Context: an optimization exercise on an open-source flow, tuned for small area. The choices shown serve that exercise and are no tape-out recipe. In this exercise RTL edits were held to simulation tests only and were not proved equivalent to the original. Power is estimated from default activity; no workload was simulated.

**flow/config.mk**
```make
export PLATFORM = sky130hd
export DESIGN_NAME = pim_system
export DESIGN_NICKNAME = pim_system
export VERILOG_FILES = /design/flow/design.v
export SDC_FILE = /design/flow/constraint.sdc
export NUM_CORES = 4
export LEC_CHECK = 0
export CAP_MARGIN = 20
export CORE_MARGIN = 2
export CORE_UTILIZATION = 40
export SLEW_MARGIN = 20
```
**flow/constraint.sdc**
```tcl
create_clock -name core_clock -period 5.0 [get_ports {clk}]
set_input_delay 1.0000 -clock core_clock [delete_from_list [all_inputs] [get_ports {clk}]]
set_output_delay 1.0000 -clock core_clock [all_outputs]
set_load 0.01 [all_outputs]
```
**flow/design.v**
```verilog
localparam logic [7:0] OPC_NOP           = 8'h00;
localparam logic [7:0] OPC_FETCH_INPUT   = 8'h01;
localparam logic [7:0] OPC_FETCH_WEIGHTS = 8'h02;
localparam logic [7:0] OPC_COMPUTE       = 8'h03;
localparam logic [7:0] OPC_STORE_OUTPUT  = 8'h04;
localparam logic [7:0] OPC_HALT          = 8'hFF;  
typedef struct packed {
    logic [7:0]  opcode;
    logic [7:0]  flags;
    logic [31:0] addr;
    logic [15:0] mac_count;
} pim_cmd_t;
`timescale 1ns / 1ps
module priority_arbiter #(
    parameter int MASTERS = 2
) (
    input  logic [MASTERS-1:0] req,
    output logic [MASTERS-1:0] gnt
);
    always_comb begin
        gnt = '0;
        for (int i = 0; i < MASTERS; i++) begin
            if (req[i]) begin
                gnt = '0;
                gnt[i] = 1'b1;
            end
        end
    end
endmodule
`timescale 1ns / 1ps
module memory_model #(
    parameter int MEM_DEPTH_WORDS = 1024,  
    parameter int BUS_WIDTH_BITS     = 64,
    parameter int ADDR_WIDTH_BITS    = 64,
    parameter int READ_LATENCY   = 2
)(
    input  logic clk,
    input  logic rst_n,
    input  logic [ADDR_WIDTH_BITS-1:0] addr,
    input  logic [BUS_WIDTH_BITS-1:0]  wdata,
    input  logic                     wen,
    output logic [BUS_WIDTH_BITS-1:0] rdata,
    output logic                     rvalid
);
    logic rvalid_reg;
    assign rdata = '0;
    assign rvalid = rvalid_reg;
    always_ff @(posedge clk or negedge rst_n) begin
        if (!rst_n) begin
            rvalid_reg <= 1'b0;
        end else begin
            rvalid_reg <= !wen;
        end
    end
endmodule
`timescale 1ns / 1ps
module bus_interface #(
    parameter int BUS_WIDTH_BITS       = 64,
    parameter int CMD_SIZE_BITS        = 64,
    parameter int ADDR_WIDTH_BITS      = 64
)(
    input  logic clk,
    input  logic rst_n,
    input  logic              req_valid,
    output logic              req_ready,
    input  logic [1:0]        req_type,
    input  logic [ADDR_WIDTH_BITS-1:0] req_addr,
    input  logic [CMD_SIZE_BITS-1:0] req_data,
    input  logic [7:0]        req_len,
    output logic              bus_req,
    input  logic              bus_grant,
    output logic [ADDR_WIDTH_BITS-1:0] bus_addr,
    output logic [BUS_WIDTH_BITS-1:0] bus_write_data,
    output logic              bus_write_en,
    input  logic [BUS_WIDTH_BITS-1:0] bus_read_data,
    input  logic              bus_read_valid,
    output logic              bus_op_done
);
    typedef enum logic [1:0] { IDLE, ARBITRATING, TRANSFERRING } bus_state_e;
    bus_state_e bus_state_q, bus_state_d;
    logic [7:0] transfer_count_q, transfer_count_d;
    logic [7:0] current_req_len_q, current_req_len_d;
    logic [1:0] current_req_type_q, current_req_type_d;
    logic [ADDR_WIDTH_BITS-1:0] current_req_addr_q, current_req_addr_d;
    logic [CMD_SIZE_BITS-1:0] current_req_data_q, current_req_data_d;
    logic bus_op_done_r;
    localparam int CYCLES_PER_CMD_TRANSFER = (CMD_SIZE_BITS + BUS_WIDTH_BITS - 1) / BUS_WIDTH_BITS;
    assign req_ready      = (bus_state_q == IDLE);
    assign bus_req        = (bus_state_q == ARBITRATING);
    assign bus_write_en   = (bus_state_q == TRANSFERRING) && bus_grant && ((current_req_type_q == 2'b00) || (current_req_type_q == 2'b10));
    assign bus_write_data = current_req_data_q[BUS_WIDTH_BITS-1:0];
    assign bus_addr       = current_req_addr_q + (transfer_count_q * (BUS_WIDTH_BITS/8));
    assign bus_op_done    = bus_op_done_r;
    always_ff @(posedge clk or negedge rst_n) begin
        if (!rst_n) begin
            bus_state_q <= IDLE;
            transfer_count_q <= '0;
            current_req_len_q <= '0;
            bus_op_done_r <= 1'b0;
        end else begin
            bus_state_q <= bus_state_d;
            transfer_count_q <= transfer_count_d;
            current_req_len_q <= current_req_len_d;
            if (req_valid && req_ready) begin
                current_req_type_q <= req_type;
                current_req_addr_q <= req_addr;
                current_req_data_q <= req_data;
            end
            bus_op_done_r <= (bus_state_q == TRANSFERRING) && (bus_state_d == IDLE);
        end
    end
    always_comb begin
        bus_state_d = bus_state_q;
        transfer_count_d = transfer_count_q;
        current_req_len_d = current_req_len_q;
        case (bus_state_q)
            IDLE: begin
                if (req_valid) begin
                    bus_state_d = ARBITRATING;
                    current_req_len_d = (req_type == 2'b00) ? CYCLES_PER_CMD_TRANSFER : req_len;
                    transfer_count_d = '0;
                end
            end
            ARBITRATING: begin
                if (bus_grant) begin
                    bus_state_d = TRANSFERRING;
                end
            end
            TRANSFERRING: begin
                if (bus_grant) begin
                    if ((current_req_type_q == 2'b01) && !bus_read_valid) begin
                    end else begin
                        if (transfer_count_q == current_req_len_q - 1) begin
                            bus_state_d = IDLE;
                        end else begin
                            transfer_count_d = transfer_count_q + 1;
                        end
                    end
                end
            end
            default: bus_state_d = IDLE;
        endcase
    end
endmodule
`timescale 1ns / 1ps
module sequencer_fifo #(
    parameter int FIFO_DEPTH = 4,
    parameter int MICROPROG_LEN_WORDS = 4,
    parameter int CMD_SIZE_BITS = 64
) (
    input  logic clk,
    input  logic rst_n,
    input  logic write_en,    
    input  logic [CMD_SIZE_BITS*MICROPROG_LEN_WORDS-1:0] write_data,
    output logic write_ack,   
    input  logic read_en,     
    output logic [CMD_SIZE_BITS*MICROPROG_LEN_WORDS-1:0] read_data,  
    output logic empty,
    output logic full,
    output logic [$clog2(FIFO_DEPTH+1)-1:0] current_depth
);
    localparam int ENTRY_BITS = CMD_SIZE_BITS * MICROPROG_LEN_WORDS;
    localparam int PTR_W = (FIFO_DEPTH > 1) ? $clog2(FIFO_DEPTH) : 1;
    localparam int DEPTH_W = $clog2(FIFO_DEPTH + 1);  
    logic [ENTRY_BITS-1:0] mem [0:FIFO_DEPTH-1];
    logic [PTR_W-1:0] wr_ptr_q, wr_ptr_d;
    logic [PTR_W-1:0] rd_ptr_q, rd_ptr_d;
    logic [DEPTH_W-1:0] depth_count_q, depth_count_d;
    logic [ENTRY_BITS-1:0] read_data_r;
    logic do_write;
    logic do_read;
    assign read_data = read_data_r;
    assign empty = (depth_count_q == 0);
    assign full  = (depth_count_q == FIFO_DEPTH);
    assign current_depth = depth_count_q;
    always_ff @(posedge clk or negedge rst_n) begin
        if (!rst_n) begin
            wr_ptr_q     <= '0;
            rd_ptr_q     <= '0;
            depth_count_q<= '0;
            read_data_r  <= '0;  
            write_ack    <= 1'b0;  
        end else begin
            wr_ptr_q     <= wr_ptr_d;
            rd_ptr_q     <= rd_ptr_d;
            depth_count_q<= depth_count_d;
            write_ack    <= 1'b0;
            read_data_r  <= read_data_r;  
            if (do_write) begin  
                mem[wr_ptr_q] <= write_data;
                write_ack <= 1'b1;  
            end
            if (do_read) begin  
                read_data_r <= mem[rd_ptr_q];  
            end
        end
    end
    always_comb begin
        wr_ptr_d      = wr_ptr_q;
        rd_ptr_d      = rd_ptr_q;
        depth_count_d = depth_count_q;
        do_write = write_en && !full;
        do_read  = read_en  && !empty;
        if (do_write) begin
            wr_ptr_d = wr_ptr_q + 1;
        end
        if (do_read) begin
            rd_ptr_d = rd_ptr_q + 1;
        end
        if (do_write && !do_read) begin
            depth_count_d = depth_count_q + 1;
        end else if (!do_write && do_read) begin
            depth_count_d = depth_count_q - 1;
        end
    end
endmodule
`timescale 1ns / 1ps
module sequencer_fsm #(
    parameter int MICROPROG_LEN_WORDS      = 4,
    parameter int CMD_SIZE_BITS            = 64,
    parameter int SEQUENCER_EXECUTE_OVERHEAD = 8,
    parameter int SEQUENCER_PER_MICRO_CYCLES = 1
) (
    input  logic clk,
    input  logic rst_n,
    input  logic [CMD_SIZE_BITS*MICROPROG_LEN_WORDS-1:0] fifo_read_data,
    input  logic fifo_empty,
    output logic fifo_read_en,
    output logic cmd_to_pim_valid,
    output logic [CMD_SIZE_BITS-1:0] cmd_to_pim_data,
    input  logic cmd_to_pim_ready,
    input  logic pim_op_done,
    output logic sequencer_busy,
    output logic sequencer_done
);
    localparam int OP_IDX_W = (MICROPROG_LEN_WORDS > 1) ? $clog2(MICROPROG_LEN_WORDS) : 1;
    typedef enum logic [2:0] {
        S_IDLE, S_START_OVERHEAD, S_READ_FIFO_REQ, S_READ_FIFO_WAIT,
        S_ISSUE_MICRO_OP, S_WAIT_PIM_OP, S_CLEANUP
    } seq_state_e;
    seq_state_e state_q, state_d;
    logic [CMD_SIZE_BITS*MICROPROG_LEN_WORDS-1:0] microprog_q;
    logic [OP_IDX_W-1:0] micro_op_idx_q, micro_op_idx_d;
    logic [7:0] overhead_timer_q, overhead_timer_d;  
    logic sequencer_done_r;
    function automatic logic [CMD_SIZE_BITS-1:0] get_micro_op (
        input logic [CMD_SIZE_BITS*MICROPROG_LEN_WORDS-1:0] mp,
        input int index
    );
        get_micro_op = mp[(index*CMD_SIZE_BITS) +: CMD_SIZE_BITS];
    endfunction
    assign cmd_to_pim_data = get_micro_op(microprog_q, micro_op_idx_q);
    assign sequencer_busy = (state_q != S_IDLE);
    assign sequencer_done = sequencer_done_r;
    always_ff @(posedge clk or negedge rst_n) begin
        if (!rst_n) begin
            state_q <= S_IDLE;
            microprog_q <= '0;
            micro_op_idx_q <= '0;
            overhead_timer_q <= '0;
            sequencer_done_r <= 1'b0;
        end else begin
            state_q <= state_d;
            micro_op_idx_q <= micro_op_idx_d;
            overhead_timer_q <= overhead_timer_d;
            if (state_q == S_READ_FIFO_WAIT) begin
                microprog_q <= fifo_read_data;
            end else if (state_d == S_IDLE) begin
                microprog_q <= '0;  
            end
            sequencer_done_r <= (state_q == S_CLEANUP);  
        end
    end
    always_comb begin
        state_d = state_q;
        micro_op_idx_d = micro_op_idx_q;
        overhead_timer_d = overhead_timer_q;
        fifo_read_en = 1'b0;
        cmd_to_pim_valid = 1'b0;
        case (state_q)
            S_IDLE: begin
                if (!fifo_empty) begin
                    state_d = S_START_OVERHEAD;
                    overhead_timer_d = SEQUENCER_EXECUTE_OVERHEAD;
                end
            end
            S_START_OVERHEAD: begin
                if (overhead_timer_q <= 1) state_d = S_READ_FIFO_REQ;
                else overhead_timer_d = overhead_timer_q - 1;
            end
            S_READ_FIFO_REQ: begin
                fifo_read_en = 1'b1;
                state_d = S_READ_FIFO_WAIT;
            end
            S_READ_FIFO_WAIT: begin
                state_d = S_ISSUE_MICRO_OP;
                micro_op_idx_d = '0;
            end
            S_ISSUE_MICRO_OP: begin
                cmd_to_pim_valid = 1'b1;
                if (cmd_to_pim_ready) begin
                    state_d = S_WAIT_PIM_OP;
                    overhead_timer_d = SEQUENCER_PER_MICRO_CYCLES;
                end
            end
            S_WAIT_PIM_OP: begin
                if (overhead_timer_q > 1) overhead_timer_d = overhead_timer_q - 1;
                else overhead_timer_d = '0;
                if (pim_op_done) begin
                    if (micro_op_idx_q == MICROPROG_LEN_WORDS - 1) begin
                        state_d = S_CLEANUP;
                    end else begin
                        micro_op_idx_d = micro_op_idx_q + 1;
                        state_d = S_ISSUE_MICRO_OP;
                    end
                end
            end
            S_CLEANUP: begin
                state_d = S_IDLE;
            end
            default: state_d = S_IDLE;
        endcase
    end
endmodule
`timescale 1ns / 1ps
module pim_controller #(
    parameter int CMD_SIZE_BITS         = 64,
    parameter int MACS_PER_CYCLE        = 16,
    parameter int PIM_BASE_LATENCY_CYCLES = 20,
    parameter int FETCH_CYCLES          = 5,
    parameter int STORE_CYCLES          = 5,
    parameter int FETCH_BUS_TRANSFERS   = 128,  
    parameter int CONTROLLER_DECODE_CYCLES = 5,
    parameter int ADDR_WIDTH_BITS       = 64
)(
    input  logic                   clk,
    input  logic                   rst_n,
    input  logic                   cmd_valid,
    input  logic [CMD_SIZE_BITS-1:0] cmd_data,
    output logic                   cmd_ready,
    output logic                   bus_req_valid,
    output logic [1:0]             bus_req_type,
    output logic [ADDR_WIDTH_BITS-1:0] bus_req_addr,
    output logic [7:0]             bus_req_len,
    output logic [CMD_SIZE_BITS-1:0] bus_req_data,  
    input  logic                   bus_req_ready,
    input  logic                   bus_op_done,
    output logic                   pim_busy,
    output logic                   pim_op_done
);
    typedef enum logic [2:0] {
        S_IDLE, S_DECODE, S_ISSUE_BUS_REQ,
        S_WAIT_BUS_COMPLETE, S_LOCAL_MEM, S_PERFORM_COMPUTE
    } state_e;
    state_e state_q, state_d;
    pim_cmd_t current_cmd_q, current_cmd_d;
    logic [$clog2(CONTROLLER_DECODE_CYCLES+1):0] decode_timer_q, decode_timer_d;
    logic [15:0] op_timer_q, op_timer_d;
    logic [15:0] mac_ops_q, mac_ops_d;
    logic pim_op_done_r;
    assign cmd_ready = (state_q == S_IDLE);
    assign pim_busy = (state_q != S_IDLE);
    assign bus_req_type = (current_cmd_q.opcode == OPC_STORE_OUTPUT) ? 2'b10 : 2'b01;
    assign bus_req_addr = {{(ADDR_WIDTH_BITS-32){1'b0}}, current_cmd_q.addr};
    assign bus_req_len  = FETCH_BUS_TRANSFERS[7:0];
    assign bus_req_data = '0;  
    assign pim_op_done = pim_op_done_r;
    always_ff @(posedge clk or negedge rst_n) begin
        if (!rst_n) begin
            state_q <= S_IDLE;
            current_cmd_q <= '0;
            decode_timer_q <= '0;
            op_timer_q <= '0;
            mac_ops_q <= '0;
            pim_op_done_r <= 1'b0;
        end else begin
            state_q <= state_d;
            current_cmd_q <= current_cmd_d;
            decode_timer_q <= decode_timer_d;
            op_timer_q <= op_timer_d;
            mac_ops_q <= mac_ops_d;
            pim_op_done_r <= (state_q != S_IDLE) && (state_d == S_IDLE);
        end
    end
    always_comb begin
        state_d = state_q;
        current_cmd_d = current_cmd_q;
        decode_timer_d = decode_timer_q;
        op_timer_d = op_timer_q;
        mac_ops_d = mac_ops_q;
        bus_req_valid = 1'b0;
        case (state_q)
            S_IDLE: begin
                if (cmd_valid) begin
                    current_cmd_d = pim_cmd_t'(cmd_data);
                    mac_ops_d = current_cmd_d.mac_count;
                    decode_timer_d = CONTROLLER_DECODE_CYCLES;
                    state_d = S_DECODE;
                end
            end
            S_DECODE: begin
                if (decode_timer_q <= 1) begin
                    decode_timer_d = '0;
                    if ((current_cmd_q.opcode == OPC_FETCH_INPUT) ||
                        (current_cmd_q.opcode == OPC_FETCH_WEIGHTS) ||
                        (current_cmd_q.opcode == OPC_STORE_OUTPUT)) begin
                        state_d = S_ISSUE_BUS_REQ;
                    end else if (current_cmd_q.opcode == OPC_COMPUTE) begin
                        op_timer_d = PIM_BASE_LATENCY_CYCLES + ((mac_ops_q + MACS_PER_CYCLE - 1) / MACS_PER_CYCLE);
                        state_d = S_PERFORM_COMPUTE;
                    end else begin
                        state_d = S_IDLE;
                    end
                end else begin
                    decode_timer_d = decode_timer_q - 1;
                end
            end
            S_ISSUE_BUS_REQ: begin
                bus_req_valid = 1'b1;
                if (bus_req_ready) begin
                    state_d = S_WAIT_BUS_COMPLETE;
                end
            end
            S_WAIT_BUS_COMPLETE: begin
                if (bus_op_done) begin
                    op_timer_d = (current_cmd_q.opcode == OPC_STORE_OUTPUT) ? STORE_CYCLES : FETCH_CYCLES;
                    state_d = S_LOCAL_MEM;
                end
            end
            S_LOCAL_MEM: begin
                if (op_timer_q <= 1) begin
                    state_d = S_IDLE;
                end else begin
                    op_timer_d = op_timer_q - 1;
                end
            end
            S_PERFORM_COMPUTE: begin
                if (op_timer_q <= 1) begin
                    state_d = S_IDLE;
                end else begin
                    op_timer_d = op_timer_q - 1;
                end
            end
            default: begin
                state_d = S_IDLE;
            end
        endcase
    end
endmodule
`timescale 1ns / 1ps
module pim_system #(
    parameter int BUS_WIDTH_BITS           = 64,
    parameter int CMD_SIZE_BITS            = 64,
    parameter int FETCH_BUS_TRANSFERS      = 128,
    parameter int MACS_PER_CYCLE           = 16,
    parameter int PIM_BASE_LATENCY_CYCLES  = 20,
    parameter int FETCH_CYCLES             = 5,
    parameter int STORE_CYCLES             = 5,
    parameter int SEQUENCER_FIFO_DEPTH     = 4,
    parameter int MICROPROG_LEN_WORDS      = 4,
    parameter int ADDR_WIDTH_BITS          = 64,
    parameter int MEM_DEPTH_WORDS          = 1024
)(
    input  logic clk,
    input  logic rst_n,
    input  logic cpu_cmd_valid,
    input  logic [CMD_SIZE_BITS-1:0]  cpu_cmd_data,
    output logic cpu_cmd_ready,
    input  logic cpu_microprog_valid,
    input  logic [CMD_SIZE_BITS*MICROPROG_LEN_WORDS-1:0] cpu_microprog_data,
    output logic cpu_microprog_ack,
    input  logic cpu_execute_seq_valid,
    output logic cpu_execute_seq_ready,
    output logic pim_system_idle,
    output logic sequencer_busy_out
);
    logic       seq_cmd_valid, seq_cmd_ready;
    logic [CMD_SIZE_BITS-1:0] seq_cmd_data;
    logic [1:0] cmd_arb_req, cmd_arb_gnt;
    logic       seq_cmd_gnt, cpu_cmd_gnt;
    logic       pim_ctrl_cmd_valid;
    logic [CMD_SIZE_BITS-1:0] pim_ctrl_cmd_data;
    logic       pim_ctrl_cmd_ready, pim_ctrl_pim_busy, pim_ctrl_pim_op_done;
    logic       pim_bus_req_valid, pim_bus_req_ready;
    logic [1:0] pim_bus_req_type;
    logic [ADDR_WIDTH_BITS-1:0] pim_bus_req_addr;
    logic [7:0] pim_bus_req_len;
    logic [CMD_SIZE_BITS-1:0] pim_bus_req_data;
    logic       bus_if_op_done;
    logic       bus_grant;
    assign bus_grant = 1'b1;
    logic       fifo_empty, fifo_full, fifo_read_en;
    logic [CMD_SIZE_BITS*MICROPROG_LEN_WORDS-1:0] fifo_read_data;
    logic [ADDR_WIDTH_BITS-1:0]  mem_bus_addr;
    logic [BUS_WIDTH_BITS-1:0]   mem_bus_wdata;
    logic                        mem_bus_wen;
    logic [BUS_WIDTH_BITS-1:0]   mem_bus_rdata;
    logic                        mem_bus_rvalid;
    logic       bus_req_sink, sequencer_done_sink;
    priority_arbiter #(.MASTERS(2)) i_cmd_arb (  
        .req({seq_cmd_valid, cpu_cmd_valid}),
        .gnt({seq_cmd_gnt, cpu_cmd_gnt})
    );
    assign pim_ctrl_cmd_valid = (seq_cmd_gnt && seq_cmd_valid) || (cpu_cmd_gnt && cpu_cmd_valid);
    assign pim_ctrl_cmd_data  = seq_cmd_gnt ? seq_cmd_data : cpu_cmd_data;
    assign seq_cmd_ready = seq_cmd_gnt && pim_ctrl_cmd_ready;
    assign cpu_cmd_ready = cpu_cmd_gnt && pim_ctrl_cmd_ready;
    bus_interface #( .ADDR_WIDTH_BITS(ADDR_WIDTH_BITS) ) i_bus_if (
        .clk(clk), .rst_n(rst_n),
        .req_valid(pim_bus_req_valid), .req_ready(pim_bus_req_ready),
        .req_type(pim_bus_req_type), .req_addr(pim_bus_req_addr),
        .req_len(pim_bus_req_len), .req_data(pim_bus_req_data),
        .bus_grant(bus_grant),
        .bus_req(bus_req_sink),
        .bus_addr(mem_bus_addr), .bus_write_en(mem_bus_wen), .bus_write_data(mem_bus_wdata),
        .bus_read_data(mem_bus_rdata), .bus_read_valid(mem_bus_rvalid),
        .bus_op_done(bus_if_op_done)
    );
    sequencer_fifo #(.FIFO_DEPTH(SEQUENCER_FIFO_DEPTH)) i_fifo (
        .clk(clk), .rst_n(rst_n),
        .write_en(cpu_microprog_valid), .write_data(cpu_microprog_data),
        .write_ack(cpu_microprog_ack),
        .read_en(fifo_read_en), .read_data(fifo_read_data),
        .empty(fifo_empty), .full(fifo_full), .current_depth()
    );
    sequencer_fsm i_seq_fsm (
        .clk(clk), .rst_n(rst_n),
        .fifo_read_data(fifo_read_data), .fifo_empty(fifo_empty),
        .fifo_read_en(fifo_read_en),
        .cmd_to_pim_valid(seq_cmd_valid), .cmd_to_pim_data(seq_cmd_data),
        .cmd_to_pim_ready(seq_cmd_ready),
        .pim_op_done(pim_ctrl_pim_op_done),
        .sequencer_busy(sequencer_busy_out),
        .sequencer_done(sequencer_done_sink)
    );
    pim_controller #( .ADDR_WIDTH_BITS(ADDR_WIDTH_BITS) ) i_pim_ctrl (
        .clk(clk), .rst_n(rst_n),
        .cmd_valid(pim_ctrl_cmd_valid), .cmd_data(pim_ctrl_cmd_data),
        .cmd_ready(pim_ctrl_cmd_ready),
        .bus_req_valid(pim_bus_req_valid), .bus_req_ready(pim_bus_req_ready),
        .bus_req_type(pim_bus_req_type), .bus_req_addr(pim_bus_req_addr),
        .bus_req_len(pim_bus_req_len), .bus_req_data(pim_bus_req_data),
        .bus_op_done(bus_if_op_done),
        .pim_busy(pim_ctrl_pim_busy),
        .pim_op_done(pim_ctrl_pim_op_done)
    );
    memory_model #( .MEM_DEPTH_WORDS(MEM_DEPTH_WORDS), .ADDR_WIDTH_BITS(ADDR_WIDTH_BITS) ) i_mem (  
        .clk(clk), .rst_n(rst_n),
        .addr(mem_bus_addr), .wen(mem_bus_wen), .wdata(mem_bus_wdata),
        .rdata(mem_bus_rdata), .rvalid(mem_bus_rvalid)
    );
    assign pim_system_idle = !pim_ctrl_pim_busy && !sequencer_busy_out && fifo_empty;
    assign cpu_execute_seq_ready = !fifo_empty && !sequencer_busy_out;
endmodule
```
**flow/run.sh**
```bash
#!/bin/bash
# synth_recipe.tcl (not shown) runs the flow's synth.tcl, then flattens the netlist and writes it again
# the make line also repeats each setting of config.mk as NAME=value (left out here)
make -C /OpenROAD-flow-scripts/flow DESIGN_CONFIG=/design/flow/config.mk WORK_HOME=/design/flow/orfs CLKGATE_MAP_FILE= SYNTH_SCRIPT=/design/flow/synth_recipe.tcl finish
```
==> flow_metrics.py <==
metrics = {
    "worst_setup_path": {
        "cp.arrival_ps": 2620,
        "endpoint_kind": "output port",
        "cp-start-kind": "register",
        "slowest_stage": "clkdlybuf4s50_1",
        "cp_cell_sequence": "inv_1 > nor3_2 > buf_4 > nand2b_1 > nor4_1 > clkdlybuf4s50_1",
        "critPathMaxFanout": 27,
        "critPathMaxStageDelay_ps": 590,
        "cp_top_family": "buffers and inverters",
        "path_buf_inv": 3,
        "required_ps": 4000,
        "path_class": "reg -> out",
    },
    "final_layout": {
        "area_delta_synth_final_pct": 17.3,
        "diodes": 0,
        "top_register": "i_fifo.mem",
        "largest_reg_flops": 384,
        "final_area_um2": 30800,
        "fin_nets": 2348,
        "drive_gt1_share_pct": 9.18,
        "reg_top3": "i_fifo.mem: 384 flops, i_fifo.read_data_r: 96 flops, i_seq_fsm.microprog_q: 96 flops",
    },
    "die": {
        "num_io_pins": 330,
        "rows": 93,
        "initial_core_util_pct": 40.6,
        "dieWidth_um": 260,
        "die_y_um": 260,
        "core_area_um2": 64600,
        "dieArea_um2": 67600,
    },
    "clock_tree": {
        "post_cts_resize_count": 0,
        "cts_tree": "built",
        "clkSinkCount": 660,
        "root_buffer": "clkbuf_16",
        "ctsHoldBuffers": 0,
        "clock_path_buffers": 3,
        "post_cts_buffers": 0,
        "numCtsBuffers": 71,
        "clk_latency_ps": 600,
        "cts_max_level": 3,
        "clkTransAtPathRegs_ps": 60,
    },
    "routing": {
        "vias": 16149,
        "viasPerCell": 5.54,
        "antenna_left": 0,
        "route.detailed.drc": 0,
        "wirelength_mm": 62.4,
        "firstDrtPassIters": 8,
        "routedWlPerCell_um": 21.4,
        "drt_iter0_markers": 1829,
    },
    "power_and_ir_drop": {
        "leakagePower_uw": 0.0113,
        "power_density_nw_per_um2": 568,
        "ir_drop_mv": 0.361,
    },
    "synthesis": {
        "netlist_area_um2": 26200,
        "netlist-cell-type-count": 70,
        "synthTopCellsByArea": "edfxtp_1, dfrtp_1, a222oi_1, a22o_1, o21ai_0",
        "syn-instance-count": 1903,
        "ys_warn_count": 7,
        "avgSynthCellArea_um2": 13.8,
        "async_flop_share_pct": 41.5,
        "syn_nets": 2249,
        "yosys.area.top_type": "edfxtp_1",
        "ys_ff_latch": 660,
        "synth_edf_count": 386,
        "synth_ff_type": "edfxtp_1",
        "synth_top_area_share_pct": 44.2,
        "synth_commonest_cells": "edfxtp_1, dfrtp_1, nand2_1, o21ai_0, nor2_1",
        "synth.most_common_cell": "edfxtp_1",
        "yosysSeqAreaShare_pct": 70.3,
    },
    "global_routing": {
        "grt_pass1_vias": 15896,
        "use_met3_pct": 3.45,
        "top_usage_layer": "met2",
        "grt_usage_pct": 18.6,
        "grt_antenna_before_repair": 2,
        "grt_use_met1_pct": 26.2,
        "overflow": 0,
        "grt_max_degree": 182,
        "use_met2_pct": 29.7,
        "grt_first_pass_wirelength_mm": 96.0,
    },
    "place": {
        "gp_congestion": 0.779,
        "port_buffers": 128,
        "dp_hpwl_mm": 39.0,
        "placed_area_um2": 28500,
    },
    "sta": {
        "finalSetupViolCount": 0,
        "fin_crit_ps": 3620,
        "worst_pin_slew_ps": 1040,
        "fin_skew_ps": 30.1,
        "slew_headroom_pct": 31.0,
        "fmax_ghz": 0.277,
        "finalSetupTns_ps": 0,
        "slew_violations": 0,
        "hold_viol": 0,
        "finalCritPeriodShare_pct": 72.3,
        "rsz0062_at_grt": "false",
    },
    "run_status": {
        "status": "complete, no violations",
    },
    "flow_run": {
        "maxCapViolations": 0,
    },
    "hold_path": {
        "min_path_type": "in -> async",
    },
}
[path summary, 6_finish.rpt]
check,startpoint,to,slack [ps],cells past startpoint
worst max-delay path,i_seq_fsm.state_q[2]$_DFF_PN0_,cpu_cmd_ready,1380,6
worst min-delay path,rst_n,i_bus_if.transfer_count_q[4]$_DFFE_PN0P_,340,1
worst max register to register,i_pim_ctrl.mac_ops_q[4]$_DFFE_PN0P_,i_pim_ctrl.op_timer_q[13]$_DFFE_PN0P_,1480,9
worst min register to register,i_bus_if.current_req_len_q[7]$_DFFE_PN0P_,i_bus_if.current_req_len_q[7]$_DFFE_PN0P_,470,1
max in group asynchronous,rst_n,i_fifo.read_data_r[128]$_DFFE_PN0P_,3260,2
min in group core_clock,i_bus_if.current_req_len_q[7]$_DFFE_PN0P_,i_bus_if.current_req_len_q[7]$_DFFE_PN0P_,470,1
[layer usage]
metal,wire length [um],up-vias
met3,3520,87
met4,1400,2
met1,27500,8071
li1,-,7520
met5,13,-
met2,30000,469
[placed cells by master, fill, tap and decap left out, types with 19 or more instances in the layout]
master,count
clkbuf_16,73
nor2_1,140
o21ai_0,164
xnor2_1,26
mux2i_1,25
buf_4,24
a22o_1,101
inv_1,19
a21oi_1,119
nor3_1,19
nand2_1,171
mux4_2,24
dfrtp_1,274
clkdlybuf4s50_1,127
edfxtp_1,386
a222oi_1,96
clkbuf_1,21
nand3_1,26
[power by group]
| group | leakage, uW | internal (uW) | switching (uW) |
|---|---|---|---|
| registers | 0.00718 | 6960 | 877 |
| logic | 0.00298 | 1760 | 2750 |
| clock network | 0.00112 | 3000 | 2130 |
| total | 0.0113 | 11700 | 5760 |
[cell families (layout without fill, tap and decap cells)]
logic type,after synthesis,in the layout,synth area share (%)
compound gates,528,528,13.9
buf+inv,151,307,2.24
flops,660,660,70.3
mux,52,52,3.19
simple gates,448,448,7.82
xor+xnor,43,43,1.46
fa+ha+maj,21,21,1.03
[metrics by stage]
stage | hold WS, ps | util, % | worst slack (ps) | power [uW] | instances
2_1_floorplan | 430 | - | 795 | 10800 | 1903
3_3_place_gp | 442 | 44.1 | 1460 | 12400 | 2784
4_1_cts | 336 | 47.6 | 1380 | 17700 | 2914
5_1_grt | 346 | 47.6 | 1150 | 18500 | 2914
3_5_place_dp | 450 | 44.1 | 1370 | 12500 | 2784
6_report | 342 | 47.6 | 1380 | 17500 | 2914
[area by class of cell]
| cell class | count | area (um^2) |
|---|---|---|
| clock buffers | 103 | 2030 |
| flip-flops and latches | 660 | 18400 |
| clock inverters | 27 | 277 |
| repair buffers | 158 | 1590 |
| inverters | 19 | 71.3 |
| well taps | 855 | 1070 |
| multi-input cells | 1092 | 7290 |
| fillers | 5597 | 33800 |

separate check: timing with driven ports:
In the flow no input, the clock included, has a driving cell. The finished layout below was timed again as built, in two steps.
Step 1 (the two cells are an assumption about what drives the block):
set clk [get_ports {clk}]
set_driving_cell -lib_cell sky130_fd_sc_hd__clkbuf_16 $clk
set_driving_cell -lib_cell sky130_fd_sc_hd__buf_2 [delete_from_list [all_inputs] $clk]
Step 2 times the ports against the registers' clock, not the clock port: input delays grow and output delays shrink by t, the midpoint of the rising clock arrivals with the driver on.
a / b / c = no drivers / after step 1 / after step 2; a / b = the first two.
t (ns): 0.646
setup WS [ns]: 1.384 / 1.327 / 1.389
slew at the worst register clock pin (ns): 0.06 / 0.06
After both steps setup and hold are still met in this run. The setup slack of this run moves by -0.057 ns with the drivers and by +0.005 ns with both steps.
